Background: an optimization exercise with open tools, aiming at small area and a short achievable clock period. Do not read the settings as production practice. The RTL was checked by simulation tests, not by an equivalence proof against the original design.

## branch garnet
// fp_mult_top
module fp_mult_top (
     clk, rst, rnd, a, b, z, status
);
    input logic [31:0] a, b;
    input logic [2:0] rnd;
    output logic [31:0] z;
    output logic [7:0] status;
    input logic clk, rst;
    logic [25:1] x3_a;
    logic [7:0] s1_a, s2_a, s3_a, s4_a;
    logic [6:0] ng_a;
    logic [9:0] e0_a;
    logic cz_a, cnan_a, cinf_a, sticky_a;
    fp_mult_prep prep (
        .a(a), .b(b), .x3(x3_a), .s1(s1_a), .s2(s2_a), .s3(s3_a), .s4(s4_a),
        .ng(ng_a), .e0(e0_a), .cz(cz_a), .cnan(cnan_a), .cinf(cinf_a),
        .sticky(sticky_a)
    );
    logic [22:0] x1;
    logic [25:1] x31;
    logic [7:0] s11, s21, s31, s41;
    logic [6:0] ng1, ns1;    
    logic [9:0] e01;
    logic [2:0] rnd1;
    logic sticky1, sg1, cz1, cnan1, cinf1;
    always_ff @(posedge clk) begin
        x1 <= a[22:0];
        x31 <= x3_a;
        s11 <= s1_a; s21 <= s2_a; s31 <= s3_a; s41 <= s4_a;
        ng1 <= ng_a;
        ns1 <= ~ng_a;
        e01 <= e0_a;
        rnd1 <= rnd;
        sticky1 <= sticky_a;
    end
    always_ff @(posedge clk) begin
        if (rst) begin
            sg1 <= 1'b0; cz1 <= 1'b1; cnan1 <= 1'b0; cinf1 <= 1'b0;
        end else begin
            sg1 <= a[31] ^ b[31]; cz1 <= cz_a; cnan1 <= cnan_a; cinf1 <= cinf_a;
        end
    end
  ...
export LEC_CHECK = 0
export CAP_MARGIN = 20
export CORE_MARGIN = 2
export CORE_UTILIZATION = 60
export CTS_BUF_LIST = sky130_fd_sc_hd__clkbuf_4 sky130_fd_sc_hd__clkbuf_8
export SLEW_MARGIN = 20
export TNS_END_PERCENT = 0
create_clock -name core_clock -period 11.0 [get_ports {clk}]
standard.sh (not shown) runs the stock make flow with config.mk's settings and CLKGATE_MAP_FILE= SYNTH_SCRIPT=/design/flow/synth_recipe.tcl, a recipe that flattens the netlist after the stock synthesis.
==> flow/flow/run.sh <==
#!/bin/bash
# The standard layout (standard.sh) with these make settings:
#  - port buffers are sky130_fd_sc_hd__buf_1 cells
#  - SYNTH_ARGS=-noabc: Yosys synth skips its early generic ABC pass (the
#    registers and their names come out as in the standard synthesis)
#  - DONT_USE_CELLS: the platform's list, plus the slow stacked OR3/OR4/AND4
#    cells, so that mapping builds wide ORs/ANDs from NAND/NOR gates
#  - SKIP_CTS_REPAIR_TIMING=1: timing repair runs once, after global routing
set -euo pipefail
DU="sky130_fd_sc_hd__probe_p_8 sky130_fd_sc_hd__probec_p_8 sky130_fd_sc_hd__lpflow_bleeder_1 sky130_fd_sc_hd__lpflow_clkbufkapwr_1 sky130_fd_sc_hd__lpflow_clkbufkapwr_16 sky130_fd_sc_hd__lpflow_clkbufkapwr_2 sky130_fd_sc_hd__lpflow_clkbufkapwr_4 sky130_fd_sc_hd__lpflow_clkbufkapwr_8 sky130_fd_sc_hd__lpflow_clkinvkapwr_1 sky130_fd_sc_hd__lpflow_clkinvkapwr_16 sky130_fd_sc_hd__lpflow_clkinvkapwr_2 sky130_fd_sc_hd__lpflow_clkinvkapwr_4 sky130_fd_sc_hd__lpflow_clkinvkapwr_8 sky130_fd_sc_hd__lpflow_decapkapwr_12 sky130_fd_sc_hd__lpflow_decapkapwr_3 sky130_fd_sc_hd__lpflow_decapkapwr_4 sky130_fd_sc_hd__lpflow_decapkapwr_6 sky130_fd_sc_hd__lpflow_decapkapwr_8 sky130_fd_sc_hd__lpflow_inputiso0n_1 sky130_fd_sc_hd__lpflow_inputiso0p_1 sky130_fd_sc_hd__lpflow_inputiso1n_1 sky130_fd_sc_hd__lpflow_inputiso1p_1 sky130_fd_sc_hd__lpflow_inputisolatch_1 sky130_fd_sc_hd__lpflow_isobufsrc_1 sky130_fd_sc_hd__lpflow_isobufsrc_16 sky130_fd_sc_hd__lpflow_isobufsrc_2 sky130_fd_sc_hd__lpflow_isobufsrc_4 sky130_fd_sc_hd__lpflow_isobufsrc_8 sky130_fd_sc_hd__lpflow_isobufsrckapwr_16 sky130_fd_sc_hd__lpflow_lsbuf_lh_hl_isowell_tap_1 sky130_fd_sc_hd__lpflow_lsbuf_lh_hl_isowell_tap_2 sky130_fd_sc_hd__lpflow_lsbuf_lh_hl_isowell_tap_4 sky130_fd_sc_hd__lpflow_lsbuf_lh_isowell_4 sky130_fd_sc_hd__lpflow_lsbuf_lh_isowell_tap_1 sky130_fd_sc_hd__lpflow_lsbuf_lh_isowell_tap_2 sky130_fd_sc_hd__lpflow_lsbuf_lh_isowell_tap_4"
DU="$DU sky130_fd_sc_hd__or4_1 sky130_fd_sc_hd__or4_2 sky130_fd_sc_hd__or4_4"
DU="$DU sky130_fd_sc_hd__or4b_1 sky130_fd_sc_hd__or4b_2 sky130_fd_sc_hd__or4b_4"
DU="$DU sky130_fd_sc_hd__or4bb_1 sky130_fd_sc_hd__or4bb_2 sky130_fd_sc_hd__or4bb_4"
DU="$DU sky130_fd_sc_hd__or3_1 sky130_fd_sc_hd__or3_2 sky130_fd_sc_hd__or3_4"
DU="$DU sky130_fd_sc_hd__or3b_1 sky130_fd_sc_hd__or3b_2 sky130_fd_sc_hd__or3b_4"
DU="$DU sky130_fd_sc_hd__and4_1 sky130_fd_sc_hd__and4_2 sky130_fd_sc_hd__and4_4"
bash standard.sh SETUP_SLACK_MARGIN=6.25 "BUFFER_PORTS_ARGS=-buffer_cell sky130_fd_sc_hd__buf_1" \
    "SYNTH_ARGS=-noabc" "DONT_USE_CELLS=$DU" SKIP_CTS_REPAIR_TIMING=1 finish > standard_make.log 2>&1
The inputs of branch sierra differ from those of branch garnet as listed below.
--- a/flow/flow/run.sh
+++ b/flow/flow/run.sh
@@ -16,3 +16,3 @@
 DU="$DU sky130_fd_sc_hd__and4_1 sky130_fd_sc_hd__and4_2 sky130_fd_sc_hd__and4_4"
-bash standard.sh SETUP_SLACK_MARGIN=6.25 "BUFFER_PORTS_ARGS=-buffer_cell sky130_fd_sc_hd__buf_1" \
+bash standard.sh SETUP_SLACK_MARGIN=5.5 "BUFFER_PORTS_ARGS=-buffer_cell sky130_fd_sc_hd__buf_1" \
     "SYNTH_ARGS=-noabc" "DONT_USE_CELLS=$DU" SKIP_CTS_REPAIR_TIMING=1 finish > standard_make.log 2>&1
==> comparison <==
Every run in the comparison, branch garnet and branch sierra, completed the flow with a clean layout. Taking branch garnet as the reference, in branch sierra count of flip-flops with a built-in enable after synthesis closely matched the old numbers; worst setup slack down 0.31 ns; core utilization has decreased. The total routed wirelength of branch sierra is lower than that of branch garnet. Relative to branch garnet, post-route clock period utilization has increased by 2.8 points in branch sierra. Worst setup skew after layout: branch sierra vs branch garnet — no meaningful difference. In terms of fraction of area in clock buffers and inverters, branch garnet and branch sierra differ only marginally. Looking at critical path depth, branch sierra sits 5 lower than branch garnet does.

---

## build 39
fp_mult_top again, from the RTL that the note above started with.
export LEC_CHECK = 0
export CAP_MARGIN = 20
export CORE_MARGIN = 2
export CORE_UTILIZATION = 66
export CTS_BUF_LIST = sky130_fd_sc_hd__clkbuf_4 sky130_fd_sc_hd__clkbuf_8
export SLEW_MARGIN = 20
create_clock -name core_clock -period 11.0 [get_ports {clk}]
==> flow/flow/run.sh <==
#!/bin/bash
# The standard layout (standard.sh) with these make settings:
#  - port buffers are sky130_fd_sc_hd__buf_2 cells
#  - SYNTH_ARGS=-noabc: Yosys synth skips its early generic ABC pass (the
#    registers and their names come out as in the standard synthesis)
#  - DONT_USE_CELLS: the platform's list, plus the slow stacked OR3/OR4/AND4
#    cells, so that mapping builds wide ORs/ANDs from NAND/NOR gates
set -euo pipefail
DU="sky130_fd_sc_hd__probe_p_8 sky130_fd_sc_hd__probec_p_8 sky130_fd_sc_hd__lpflow_bleeder_1 sky130_fd_sc_hd__lpflow_clkbufkapwr_1 sky130_fd_sc_hd__lpflow_clkbufkapwr_16 sky130_fd_sc_hd__lpflow_clkbufkapwr_2 sky130_fd_sc_hd__lpflow_clkbufkapwr_4 sky130_fd_sc_hd__lpflow_clkbufkapwr_8 sky130_fd_sc_hd__lpflow_clkinvkapwr_1 sky130_fd_sc_hd__lpflow_clkinvkapwr_16 sky130_fd_sc_hd__lpflow_clkinvkapwr_2 sky130_fd_sc_hd__lpflow_clkinvkapwr_4 sky130_fd_sc_hd__lpflow_clkinvkapwr_8 sky130_fd_sc_hd__lpflow_decapkapwr_12 sky130_fd_sc_hd__lpflow_decapkapwr_3 sky130_fd_sc_hd__lpflow_decapkapwr_4 sky130_fd_sc_hd__lpflow_decapkapwr_6 sky130_fd_sc_hd__lpflow_decapkapwr_8 sky130_fd_sc_hd__lpflow_inputiso0n_1 sky130_fd_sc_hd__lpflow_inputiso0p_1 sky130_fd_sc_hd__lpflow_inputiso1n_1 sky130_fd_sc_hd__lpflow_inputiso1p_1 sky130_fd_sc_hd__lpflow_inputisolatch_1 sky130_fd_sc_hd__lpflow_isobufsrc_1 sky130_fd_sc_hd__lpflow_isobufsrc_16 sky130_fd_sc_hd__lpflow_isobufsrc_2 sky130_fd_sc_hd__lpflow_isobufsrc_4 sky130_fd_sc_hd__lpflow_isobufsrc_8 sky130_fd_sc_hd__lpflow_isobufsrckapwr_16 sky130_fd_sc_hd__lpflow_lsbuf_lh_hl_isowell_tap_1 sky130_fd_sc_hd__lpflow_lsbuf_lh_hl_isowell_tap_2 sky130_fd_sc_hd__lpflow_lsbuf_lh_hl_isowell_tap_4 sky130_fd_sc_hd__lpflow_lsbuf_lh_isowell_4 sky130_fd_sc_hd__lpflow_lsbuf_lh_isowell_tap_1 sky130_fd_sc_hd__lpflow_lsbuf_lh_isowell_tap_2 sky130_fd_sc_hd__lpflow_lsbuf_lh_isowell_tap_4"
DU="$DU sky130_fd_sc_hd__or4_1 sky130_fd_sc_hd__or4_2 sky130_fd_sc_hd__or4_4"
DU="$DU sky130_fd_sc_hd__or4b_1 sky130_fd_sc_hd__or4b_2 sky130_fd_sc_hd__or4b_4"
DU="$DU sky130_fd_sc_hd__or4bb_1 sky130_fd_sc_hd__or4bb_2 sky130_fd_sc_hd__or4bb_4"
DU="$DU sky130_fd_sc_hd__or3_1 sky130_fd_sc_hd__or3_2 sky130_fd_sc_hd__or3_4"
DU="$DU sky130_fd_sc_hd__or3b_1 sky130_fd_sc_hd__or3b_2 sky130_fd_sc_hd__or3b_4"
DU="$DU sky130_fd_sc_hd__and4_1 sky130_fd_sc_hd__and4_2 sky130_fd_sc_hd__and4_4"
bash standard.sh SETUP_SLACK_MARGIN=5.75 "BUFFER_PORTS_ARGS=-buffer_cell sky130_fd_sc_hd__buf_2" \
    "SYNTH_ARGS=-noabc" "DONT_USE_CELLS=$DU" finish > standard_make.log 2>&1
The inputs of build 11 differ from those of build 39 as listed below.
Settings: CORE_UTILIZATION changed from 66 to 60.
Results
Build 11 ends up with higher cell area than build 39 does. On sequential fraction of total cell area, build 11 and build 39 are basically level. Global-route usage (build 11 over build 39): decrease, 5.1 points.
Input-level comparison between build 67 and build 11:
--- a/flow/flow/run.sh
+++ b/flow/flow/run.sh
@@ -14,4 +14,4 @@
 DU="$DU sky130_fd_sc_hd__or3b_1 sky130_fd_sc_hd__or3b_2 sky130_fd_sc_hd__or3b_4"
 DU="$DU sky130_fd_sc_hd__and4_1 sky130_fd_sc_hd__and4_2 sky130_fd_sc_hd__and4_4"
-bash standard.sh SETUP_SLACK_MARGIN=5.75 "BUFFER_PORTS_ARGS=-buffer_cell sky130_fd_sc_hd__buf_2" \
+bash standard.sh SETUP_SLACK_MARGIN=5.5 "BUFFER_PORTS_ARGS=-buffer_cell sky130_fd_sc_hd__buf_2" \
     "SYNTH_ARGS=-noabc" "DONT_USE_CELLS=$DU" finish > standard_make.log 2>&1
## What came out
- Compare build 11 and build 67 | transition time of the tightest slew-check pin higher: build 11
- Compared with build 11, build 67 improves area of all placed cells without fillers.
- Comparing final worst setup slack for build 11 and build 67, the smaller number came from build 67.

---

== run 1 ==
Starting RTL as in the previous note.
export LEC_CHECK = 0
export CAP_MARGIN = 20
export CORE_MARGIN = 2
export CORE_UTILIZATION = 60
export CTS_BUF_LIST = sky130_fd_sc_hd__clkbuf_4 sky130_fd_sc_hd__clkbuf_8
export SLEW_MARGIN = 20
export TNS_END_PERCENT = 0
create_clock -name core_clock -period 11.0 [get_ports {clk}]
==> flow/flow/run.sh <==
#!/bin/bash
# The standard layout (standard.sh) with these make settings:
#  - port buffers are sky130_fd_sc_hd__buf_1 cells
#  - SYNTH_ARGS=-noabc: Yosys synth skips its early generic ABC pass (the
#    registers and their names come out as in the standard synthesis)
#  - DONT_USE_CELLS: the platform's list, plus the slow stacked OR3/OR4/AND4
#    cells, so that mapping builds wide ORs/ANDs from NAND/NOR gates
#  - SKIP_CTS_REPAIR_TIMING=1: timing repair runs once, after global routing
set -euo pipefail
DU="sky130_fd_sc_hd__probe_p_8 sky130_fd_sc_hd__probec_p_8 sky130_fd_sc_hd__lpflow_bleeder_1 sky130_fd_sc_hd__lpflow_clkbufkapwr_1 sky130_fd_sc_hd__lpflow_clkbufkapwr_16 sky130_fd_sc_hd__lpflow_clkbufkapwr_2 sky130_fd_sc_hd__lpflow_clkbufkapwr_4 sky130_fd_sc_hd__lpflow_clkbufkapwr_8 sky130_fd_sc_hd__lpflow_clkinvkapwr_1 sky130_fd_sc_hd__lpflow_clkinvkapwr_16 sky130_fd_sc_hd__lpflow_clkinvkapwr_2 sky130_fd_sc_hd__lpflow_clkinvkapwr_4 sky130_fd_sc_hd__lpflow_clkinvkapwr_8 sky130_fd_sc_hd__lpflow_decapkapwr_12 sky130_fd_sc_hd__lpflow_decapkapwr_3 sky130_fd_sc_hd__lpflow_decapkapwr_4 sky130_fd_sc_hd__lpflow_decapkapwr_6 sky130_fd_sc_hd__lpflow_decapkapwr_8 sky130_fd_sc_hd__lpflow_inputiso0n_1 sky130_fd_sc_hd__lpflow_inputiso0p_1 sky130_fd_sc_hd__lpflow_inputiso1n_1 sky130_fd_sc_hd__lpflow_inputiso1p_1 sky130_fd_sc_hd__lpflow_inputisolatch_1 sky130_fd_sc_hd__lpflow_isobufsrc_1 sky130_fd_sc_hd__lpflow_isobufsrc_16 sky130_fd_sc_hd__lpflow_isobufsrc_2 sky130_fd_sc_hd__lpflow_isobufsrc_4 sky130_fd_sc_hd__lpflow_isobufsrc_8 sky130_fd_sc_hd__lpflow_isobufsrckapwr_16 sky130_fd_sc_hd__lpflow_lsbuf_lh_hl_isowell_tap_1 sky130_fd_sc_hd__lpflow_lsbuf_lh_hl_isowell_tap_2 sky130_fd_sc_hd__lpflow_lsbuf_lh_hl_isowell_tap_4 sky130_fd_sc_hd__lpflow_lsbuf_lh_isowell_4 sky130_fd_sc_hd__lpflow_lsbuf_lh_isowell_tap_1 sky130_fd_sc_hd__lpflow_lsbuf_lh_isowell_tap_2 sky130_fd_sc_hd__lpflow_lsbuf_lh_isowell_tap_4"
DU="$DU sky130_fd_sc_hd__or4_1 sky130_fd_sc_hd__or4_2 sky130_fd_sc_hd__or4_4"
DU="$DU sky130_fd_sc_hd__or4b_1 sky130_fd_sc_hd__or4b_2 sky130_fd_sc_hd__or4b_4"
DU="$DU sky130_fd_sc_hd__or4bb_1 sky130_fd_sc_hd__or4bb_2 sky130_fd_sc_hd__or4bb_4"
DU="$DU sky130_fd_sc_hd__or3_1 sky130_fd_sc_hd__or3_2 sky130_fd_sc_hd__or3_4"
DU="$DU sky130_fd_sc_hd__or3b_1 sky130_fd_sc_hd__or3b_2 sky130_fd_sc_hd__or3b_4"
DU="$DU sky130_fd_sc_hd__and4_1 sky130_fd_sc_hd__and4_2 sky130_fd_sc_hd__and4_4"
bash standard.sh SETUP_SLACK_MARGIN=6 "BUFFER_PORTS_ARGS=-buffer_cell sky130_fd_sc_hd__buf_1" \
    "SYNTH_ARGS=-noabc" "DONT_USE_CELLS=$DU" SKIP_CTS_REPAIR_TIMING=1 finish > standard_make.log 2>&1
### run 1 -> run 2
Settings: TNS_END_PERCENT removed (was 0).
diff --git a/flow/flow/run.sh b/flow/flow/run.sh
--- a/flow/flow/run.sh
+++ b/flow/flow/run.sh
@@ -7,3 +7,2 @@
 #    cells, so that mapping builds wide ORs/ANDs from NAND/NOR gates
-#  - SKIP_CTS_REPAIR_TIMING=1: timing repair runs once, after global routing
 set -euo pipefail
@@ -16,3 +15,3 @@
 DU="$DU sky130_fd_sc_hd__and4_1 sky130_fd_sc_hd__and4_2 sky130_fd_sc_hd__and4_4"
-bash standard.sh SETUP_SLACK_MARGIN=6 "BUFFER_PORTS_ARGS=-buffer_cell sky130_fd_sc_hd__buf_1" \
-    "SYNTH_ARGS=-noabc" "DONT_USE_CELLS=$DU" SKIP_CTS_REPAIR_TIMING=1 finish > standard_make.log 2>&1
+bash standard.sh SETUP_SLACK_MARGIN=5.75 "BUFFER_PORTS_ARGS=-buffer_cell sky130_fd_sc_hd__buf_1" \
+    "SYNTH_ARGS=-noabc" "DONT_USE_CELLS=$DU" finish > standard_make.log 2>&1
==> run summary <==
Looking at wire length of the first global-routing pass, run 2 sits about 1.4% below run 1. The lower count of clock-buffer cells in the layout came out of run 2. Run 2 went all the way through the flow, and no timing, DRC or antenna check failed.
### run 2 -> run 3
Settings: putting TNS_END_PERCENT at 0 where nothing was set.
[summary]
In run 3, the final cell count came out 0.79% below the value in run 2.
When run 3 is set beside run 2, its number of global-route vias before repair turns out to be 0.35% smaller.
Run 3 -> run 2: number of tapcells delta 0, exact match
On slack of the worst reg-to-reg path: run 3 sits below run 2.
Min worst setup slack across run 3 and run 2: run 3

[afterwards: timing with drivers on the ports]
The flow's constraints put no driver on any port. The routed layouts listed below were extracted and timed again, unchanged, in two steps. Step 1 (the two cells are an assumption about what drives the block):
set clk [get_ports {clk}]
set_driving_cell -lib_cell sky130_fd_sc_hd__clkbuf_16 $clk
set_driving_cell -lib_cell sky130_fd_sc_hd__buf_2 [delete_from_list [all_inputs] $clk]
Step 2 also shifts input and output timing later by t, the mid clock arrival at the registers, as if the neighbouring blocks saw the same clock. a / b / c = ideal / step 1 / step 2; a / b = the first two.
| run | shift t [ns] | slack for setup (ns) | worst hold slack (ns) | pins driven straight from the clock port |
|---|---|---|---|---|
| branch garnet | 0.554 | 5.807 / 5.807 / 5.807 | 0.370 / 0.370 / 0.370 | 1 |
| branch sierra | 0.542 | 5.498 / 5.444 / 5.508 | 0.376 / 0.376 / 0.376 | 1 |
| build 39 | 0.542 | 5.731 / 5.731 / 5.731 | 0.377 / 0.377 / 0.377 | 1 |
| build 11 | 0.530 | 5.793 / 5.793 / 5.793 | 0.371 / 0.371 / 0.371 | 1 |
| build 67 | 0.546 | 5.550 / 5.550 / 5.550 | 0.371 / 0.371 / 0.371 | 1 |
| run 1 | 0.545 | 5.719 / 5.719 / 5.719 | 0.376 / 0.376 / 0.376 | 1 |
| run 2 | 0.534 | 5.771 / 5.771 / 5.771 | 0.378 / 0.378 / 0.378 | 1 |
| run 3 | 0.539 | 5.737 / 5.737 / 5.737 | 0.379 / 0.379 / 0.379 | 1 |
After both steps setup and hold are still met in every run listed.
